What follows belongs to an exercise in optimizing a design on an open flow for small area; a production flow would make more cautious choices. Only simulation tests tie the RTL to the original design; equivalence was not proved. Power figures rest on the tool's default switching activity, not on a simulated workload.

===== flow/config.mk =====
export PLATFORM = sky130hd
export DESIGN_NAME = top
export DESIGN_NICKNAME = top
export VERILOG_FILES = /design/flow/design.v
export SDC_FILE = /design/flow/constraint.sdc
export NUM_CORES = 4
export LEC_CHECK = 0
export CAP_MARGIN = 20
export CORE_MARGIN = 2
export CORE_UTILIZATION = 40
export SLEW_MARGIN = 20

===== flow/run.sh =====
#!/bin/bash
# synth_recipe.tcl (not shown) runs the flow's synth.tcl, then flattens the netlist and writes it again
# the make line also repeats each setting of config.mk as NAME=value (left out here)
make -C /OpenROAD-flow-scripts/flow DESIGN_CONFIG=/design/flow/config.mk WORK_HOME=/design/flow/orfs CLKGATE_MAP_FILE= SYNTH_SCRIPT=/design/flow/synth_recipe.tcl finish

===== flow/design.v =====
module sync(input clk, rst, output hsync, vsync, output reg [9:0] row, col, output indisplayinterval);
localparam
	H_DISPLAY = 640,
	H_FRONT_PORCH = 16,
	H_BACK_PORCH = 48,
	H_SYNC_PULSE = 96;
localparam
	V_DISPLAY = 480,
	V_FRONT_PORCH = 10,
	V_BACK_PORCH = 33,
	V_SYNC_PULSE = 2;
wire hsync_done, vsync_done;
reg hsync_pulse, vsync_pulse;
reg pclk;
	always @(posedge clk or posedge rst)
	begin
		if(rst == 1)
			pclk <= 1'b0;
		else
			pclk <= ~ pclk;
	end
always @(posedge clk or posedge rst)
begin
	if(rst == 1)
	begin
		row <= 10'd0;
		col <= 10'd0;
	end
	else if(pclk == 1'b0)
	begin
		if(hsync_done)
		begin
			col <= 10'd0;
			if(vsync_done)
				row <= 10'd0;
			else
				row <= row + 10'd1;
		end
		else
			col <= col + 10'd1;
	end
end
always @(posedge clk or posedge rst)
begin
	if(rst == 1)
	begin
		hsync_pulse <= 1'b0;
		vsync_pulse <= 1'b0;
	end
	else if(pclk == 1'b0)
	begin
	hsync_pulse <= (col >= (H_DISPLAY + H_FRONT_PORCH)) && (col < (H_DISPLAY + H_FRONT_PORCH + H_BACK_PORCH));  
	vsync_pulse <= (row >= (V_DISPLAY + V_FRONT_PORCH)) && (row < (V_DISPLAY + V_FRONT_PORCH + V_BACK_PORCH));  
	end
end
assign indisplayinterval = (col < H_DISPLAY) && (row < V_DISPLAY);
assign hsync_done = (col >= (H_DISPLAY + H_FRONT_PORCH + H_BACK_PORCH + H_SYNC_PULSE));
assign vsync_done = (row >= (V_DISPLAY + V_FRONT_PORCH + V_BACK_PORCH + V_SYNC_PULSE));
assign hsync = hsync_pulse;
assign vsync = vsync_pulse;
endmodule
module render(
	input clk, reset,
	input sw,
	input indisplayinterval,
	input square_on,
	output [11:0]rgb,
	input [8:0] switches
	);
	reg [11:0] rgb_reg;
	always @(posedge clk)
	begin
			if(square_on)
			begin
				rgb_reg[11] = 1'b0;
				rgb_reg[7] = 1'b0;
				rgb_reg[3] = 1'b0;
				rgb_reg[10:8] = switches[8:6];
				rgb_reg[6:4] = switches[5:3];
				rgb_reg[2:0] = switches[2:0];
			end
			else
				rgb_reg <= 12'b111111111111;
	end
	assign rgb = (indisplayinterval) ? rgb_reg : 12'b000000000000;
endmodule
module shapeselector(input[9:0] x, y,
            input clk, input rst,
				output square_on,
				input fkey,input bkey);
reg so;
reg [1:0] shapeSel;
integer temp, abc, abp,apb, pbc;
reg rec_on;
reg[31:0] fshapecounter;
reg[31:0] bshapecounter;
localparam
	centerX = 320,
	centerY = 240,
	radius = 100;
localparam
	RECT = 0,
	SQUARE = 1,
	CIRCLE = 2,
	TRIANGLE = 3;
localparam
	SAx = 270, SAy=340,
	SCx = 370, SCy = 340,
	SBx = 320, SBy = 140;
always @(posedge clk or posedge rst)
begin
  if(rst == 1)
  begin
    fshapecounter <= 32'd0;
    bshapecounter <= 32'd0;
    shapeSel <= 2'd0;
    rec_on <= 1'b0;
  end
  else
  begin
   if(fkey == 0)
	begin
	  fshapecounter = fshapecounter + 32'd1;
	  bshapecounter = 32'd0;
	end
	else if(bkey == 0)
	begin
	  bshapecounter = bshapecounter + 32'd1;
	  fshapecounter = 32'd0;
	end
	if(fkey == 1 && fshapecounter > 0)
	begin
	   fshapecounter = 32'd0;
		bshapecounter = 32'd0;
		if(shapeSel == 2'd3)
		   shapeSel = 2'd0;
	   else
	      shapeSel = shapeSel + 2'd1;
	end
	else if(bkey == 1 && bshapecounter > 0)
	begin
	   bshapecounter = 32'd0;
		fshapecounter = 32'd0;
		if(shapeSel == 2'd0)
		   shapeSel = 2'd3;
		else
	      shapeSel = shapeSel - 2'd1;
	end
   if(shapeSel == RECT)
	  rec_on <= (x >= (centerX-200) && x <= (centerX+200)) && (y>= (centerY-100) && y <= (centerY+100)) ?1:0;
	else if(shapeSel == SQUARE)
	  rec_on <= (x >= (centerX-150) && x <= (centerX+150)) && (y>= (centerY-150) && y <= (centerY+150)) ?1:0;
	else if(shapeSel == CIRCLE)
	begin
		temp = ((x - centerX) * (x - centerX)) + ((y - centerY) * (y - centerY));
		rec_on <= temp <= (radius * radius);
	end
	else if(shapeSel == TRIANGLE)
	begin
		 abc = ((SAx * (SBy-SCy)) + (SBx * (SCy-SAy)) + (SCx * (SAy-SBy)));
		 if(abc[31] == 1'b1)
		     abc = -abc;
		 abp = ((SAx * (SBy-y)) + (SBx * (y-SAy)) + (x *(SAy-SBy)));
		 if(abp[31] == 1'b1)
		     abp = -abp;
		 apb = ((SAx * (y-SCy)) + (x * (SCy-SAy)) + (SCx * (SAy-y)));
		 if(apb[31] == 1'b1)
		     apb = -apb;
		 pbc = ((x * (SBy-SCy)) + (SBx * (SCy-y)) + (SCx * (y-SBy)));
		 if(pbc[31] == 1'b1)
		     pbc = -pbc;
		 rec_on <= abc == (abp+apb+pbc);
	end
  end
end
assign square_on = rec_on;
endmodule 
module top (
	input clk, reset,
	input[8:0] switches,
	input fkey,
	input bkey,
	output [11:0] rgb,
	output [7:0]sevseg0,sevseg1,sevseg2,
	output hsync, vsync
	);
	wire [9:0] x,y;
	wire indisplayinterval;
	wire square_on;
	sync v1 (.clk(clk), .rst(reset), .hsync(hsync), .vsync(vsync), .col(x), .row(y), .indisplayinterval(indisplayinterval));
	render r1 (.clk(clk), .reset(reset), .sw(1'b0), .indisplayinterval(indisplayinterval), .square_on(square_on), .rgb(rgb),.switches(switches));
	shapeselector ss1 (.x(x), .y(y), .clk(clk), .rst(reset), .square_on(square_on), .fkey(fkey),.bkey(bkey));
	DisplayDecoder d2({1'b0, switches[8:6]},sevseg2[6:0]);
	DisplayDecoder d1({1'b0, switches[5:3]},sevseg1[6:0]);
	DisplayDecoder d0({1'b0, switches[2:0]},sevseg0[6:0]);
	assign sevseg2[7] = 1'b1;
	assign sevseg1[7] = 1'b1;
	assign sevseg0[7] = 1'b1;
endmodule
module DisplayDecoder(hex_input,sevseg);
   input [0:3]hex_input;
   output [0:6]sevseg;
	hex1 zero(sevseg,hex_input);
endmodule
module hex1(out,H);
  input  [3:0] H;
  output [6:0]out;
	assign out[0] = (~H[3]&~H[2]&~H[1]&H[0])|(~H[3]&H[2]&~H[1]&~H[0])|(H[3]&~H[2]&H[1]&H[0])|(H[3]&H[2]&~H[1]&H[0]);
	assign out[1] = (~H[3]&H[2]&~H[1]&H[0])|(~H[3]&H[2]&H[1]&~H[0])|(H[3]&~H[2]&H[1]&H[0])|(H[3]&H[2]&~H[1]&~H[0])|(H[3]&H[2]&H[1]&~H[0])|(H[3]&H[2]&H[1]&H[0]);
	assign out[2] = (~H[3]&~H[2]&H[1]&~H[0])|(H[3]&H[2]&~H[1]&~H[0])|(H[3]&H[2]&H[1]&~H[0])|(H[3]&H[2]&H[1]&H[0]);
	assign out[3] = (~H[3]&~H[2]&~H[1]&H[0])|(~H[3]&H[2]&~H[1]&~H[0])|(~H[3]&H[2]&H[1]&H[0])|(H[3]&~H[2]&~H[1]&H[0])|(H[3]&~H[2]&H[1]&~H[0])|(H[3]&H[2]&H[1]&H[0]);
	assign out[4] = (~H[3]&~H[2]&~H[1]&H[0])|(~H[3]&~H[2]&H[1]&H[0])|(~H[3]&H[2]&~H[1]&~H[0])|(~H[3]&H[2]&~H[1]&H[0])|(~H[3]&H[2]&H[1]&H[0])|(H[3]&~H[2]&~H[1]&H[0]);
	assign out[5] = (~H[3]&~H[2]&~H[1]&H[0])|(~H[3]&~H[2]&H[1]&~H[0])|(~H[3]&~H[2]&H[1]&H[0])|(~H[3]&H[2]&H[1]&H[0])|(H[3]&H[2]&~H[1]&H[0]);
	assign out[6] = (~H[3]&~H[2]&~H[1]&~H[0])|(~H[3]&~H[2]&~H[1]&H[0])|(~H[3]&H[2]&H[1]&H[0])|(H[3]&H[2]&~H[1]&~H[0]);
endmodule

===== flow/constraint.sdc =====
create_clock -name core_clock -period 20.0 [get_ports {clk}]
set_input_delay 4.0000 -clock core_clock [delete_from_list [all_inputs] [get_ports {clk}]]
set_output_delay 4.0000 -clock core_clock [all_outputs]
set_load 0.01 [all_outputs]

==> summary.md <==
| Metric | Value |
|---|---|
| Outcome | `complete, no violations` |
| Synth area leaders | `fa_1 (32%), ha_1 (19%), inv_1 (9.7%), xnor2_1 (5.4%), dfrtp_1 (4.9%)` |
| Avg Synthesized Cell Area | `8.66 um2` |
| Grt met3 use | `a little under 2%` |
| Finished Cell Area | `0.0484 mm2` |
| Pre-antenna DRT Iters | `6` |
| Int Power | `0.451 mW` |
| Non-filler cells, final | `6796` |
| # IOs | `slightly above 50` |
| Achievable Freq | `~0.068 GHz` |
| Fin util | `42.5%` |
| Placed Instance Area | `0.0481 mm2` |
| Via/cell ratio | `5.18` |
| Pleak | `between 20 and 25 nW` |
| Crit share post-route | `73.7%` |
| NetSw | `0.345 mW` |
| Hold Fails Final Rpt | `0` |
| ANT cells | `0` |
| Max transition margin | `27.0%` |
| CP Launch Type | `flip-flop` |
| Post-Synthesis Cells | `5297` |
| Cell Area, Synth | `0.0459 mm2` |
| Antenna violations before repair | `0` |
| Total global routing overflow | `0` |
| Clock share of power | `between 20% and 30%` |
| Die height | `approximately 340 um` |
| Hold WC Path Type | `reg -> reg` |
| Total CTS buffers | `9` |
| TritonCTS clock tree | `yes` |
| Top flop regs | `ss1.bshapecounter x32, ss1.fshapecounter x32` |
| GR Util met1 | `28.2%` |
| Max cap viols | `0` |
| Post-synth EDFFs | `0` |
| Most common flop cell mapped by yosys | `dfrtp_1` |
| Arrival @ worst endpoint | `~15 ns` |
| WS Path Type | `reg -> reg` |
| H-tree depth | `3` |
| CTS Hold Bufs | `0` |
| Wire length per cell | `~18 um` |
| Detailed-route via count | `35.2k` |
| Post-synth ARST share | `between 90% and 100%` |
| RePlAce Congestion | `slightly above 0.9` |
| Post-route ant nets | `0` |
| Clk latency of the worst-skew pair | `0.39 ns` |
| First-pass GRT wire length | `197000 um` |
| Post-CTS sizing | `0` |
| Max VDD drop | `between 0.04 and 0.05 mV` |
| Drt drc | `0` |
| CTS sink cnt | `100` |
| Placed Instances | `between 6k and 7k` |
| Die area | `about 0.12 mm2` |
| CP max stage delay | `0.70 ns` |
| Die width | `343 um` |
| PwrDens | `16.4 mW/mm2` |
| Met2 usage | `37.0%` |
| Gr busiest metal | `met2` |
| Yosys top cell area share | `31.9%` |
| YS warnings | `3` |
| Finish-stage setup viols | `0` |
| FF+latch count, synth | `100` |
| Distinct cell type count after synthesis | `100` |
| Root Driver | `clkbuf_16` |
| Detailed Place HPWL | `105000 um` |
| Vias in the first global route | `36.5k` |
| Setup Fix Bufs, Post-CTS | `0` |
| Final Max Tran Viols | `0` |
| Register area share after synthesis | `5.34%` |
| Share of post-route cells with drive strength above 1 | `2.08%` |
| Core box area | `around 0.11 mm2` |
| RSZ-0062 raised after global routing | `false` |
| FP Rows | `124` |
| Tot GR Track Use | `21.0%` |
| CP max stage cell | `inv_1` |
| Fillers | `11.5k` |
| Reg power frac | `between 20% and 30%` |
| CP Capture Type | `flip-flop` |
| CP Max Fanout | `17` |
| Input/output buffers | `47` |
| Fin nets | `6703` |
| Most used cell, CP | `inv_1` |
| Max Buffers Root-to-Sink | `2` |
| Combinational fraction of design power | `49.6%` |
| Synth cell count leaders | `inv_1 (1192), fa_1 (732), ha_1 (679)` |
| Worst EP required | `20.30 ns` |
| Switch share | `43.4%` |
| Clock skew | `between 0.015 and 0.02 ns` |
| Synth area leader | `fa_1` |
| Synth-to-Final Area Change | `5.53%` |
| Fin crit period | `approximately 15 ns` |
| Maximum number of pins on one net before global-route repair | `51` |
| Hold depth | `1` |
| Setup TNS | `0 ns` |
| Clk slew on worst S/H paths | `approximately 0.080 ns` |
| Post-Route WL | `approximately 120000 um` |
| Worst-margin pin slew | `1.09 ns` |
| Starting Density | `40.2%` |
| 1st-iter DRT viols | `2114` |
| Register-to-Register Path Depth | `54` |
| FF-to-FF setup slack | `5.26 ns` |
| Most frequent cell after synthesis | `inv_1` |
[power groups by stage]
stage,clock network (mW),registers [mW],logic (mW)
final,0.194,0.207,0.395
after detailed placement,0,0.212,0.396
after global placement,0,0.212,0.400
after floorplan,0,0.211,0.290
after global routing,0.208,0.208,0.446
after CTS,0.201,0.208,0.399
[kinds of logic after synthesis]
logic type,count (synthesis),share of synthesized area [%]
adders and majority gates,1411,50.4
buffers and inverters,1318,10.9
other,2,0.0164
xor gates and xnor gates,423,8.10
muxes,28,0.641
and+or+nand+nor,1137,12.2
AOI/OAI and AO/OA,878,12.4
DFF,100,5.34
[layout by cell type (no fill, tap or decap), types with 11 or more instances in the layout]
cell,n
inv_1,1191
nand3b_1,13
nor2_1,325
nand3_1,94
a21o_1,76
o211ai_1,24
or4_1,11
nor4_1,21
xnor2_1,280
a21boi_0,23
nand2b_1,66
and3_1,41
o21ai_0,207
o21a_1,50
ha_1,679
mux2i_1,17
mux2_2,11
a2111oi_0,11
or3_1,26
nor3_1,75
xor2_1,139
or2_2,12
nand2_1,272
and2_1,47
o21bai_1,30
nor2b_1,38
a21oi_1,239
dfrtp_1,90
a211oi_1,22
nand4_1,39
buf_4,36
clkdlybuf4s50_1,47
o22ai_1,11
fa_1,732
o31ai_1,33
a31oi_1,33
[worst max-delay path, delay by kind of cell, from the launching register on]
family / cells / cell delay [ns]
XOR/XNOR: 2 / 0.35
AO/OA/AOI/OAI: 21 / 4.74
flip-flops: 1 / 0.65
AND/OR/NAND/NOR: 14 / 3.26
adder cells (fa/ha/maj): 9 / 3.91
buffers and inverters: 8 / 1.70
[layout make-up]
cell class / count / area [um2] / share of cell area (%)
repair buffers: 83 / 741 / 1.53
inverters: 1203 / 4520 / 9.33
clock buffers: 9 / 225 / 0.465
well taps: 1512 / 1890 / 3.91
clock inverters: 7 / 86.3 / 0.178
flip-flops and latches: 100 / 2450 / 5.06
multi-input cells: 3882 / 38500 / 79.5
[stage by stage]
stage	hold slack (ns)	power, mW	setup WS [ns]
after floorplan	0.491	0.501	7.31
after global placement	0.531	0.611	5.23
after detailed placement	0.537	0.607	4.90
after CTS	0.554	0.807	4.86
after global routing	0.587	0.862	4.12
final	0.540	0.796	5.26
[path summary, 6_finish.rpt]
kind	start	to
worst max-delay path	v1.row[2]	ss1.rec_on
worst min-delay path	v1.hsync_pulse	v1.hsync_pulse
worst max register to register	v1.row[2]	ss1.rec_on
worst min register to register	v1.hsync_pulse	v1.hsync_pulse
max in group asynchronous	reset	v1.row[4]
min in group asynchronous	reset	ss1.fshapecounter[28]
[per-layer routing]
layer  vias to the layer above  share of wire (%)
met5                         -                  0
met4                         0                2.1
met3                       103                4.1
met2                       675                 49
met1                     17400                 44
li1                      17000                  -

[re-timing with driven ports]
No port has a modelled driver above. Below, the same layout with a new extraction and two added sets of constraints. Step 1 (the two cells are an assumption about what drives the block):
set clk [get_ports {clk}]
set_driving_cell -lib_cell sky130_fd_sc_hd__clkbuf_16 $clk
set_driving_cell -lib_cell sky130_fd_sc_hd__buf_2 [delete_from_list [all_inputs] $clk]
Step 2 times the ports against the registers' clock, not the clock port: input delays grow and output delays shrink by t, the midpoint of the rising clock arrivals with the driver on. Three values: ideal, step 1, step 2; two values: the first two.
t (ns): 0.443
setup slack, ns: 5.263 / 5.263 / 5.263
worst setup path at the end: register to register
latest minus earliest clock arrival (ns): 0.018 / 0.018
After both steps setup and hold are still met in this run. The setup slack of this run moves by 0.000 ns with the drivers and by 0.000 ns with both steps.
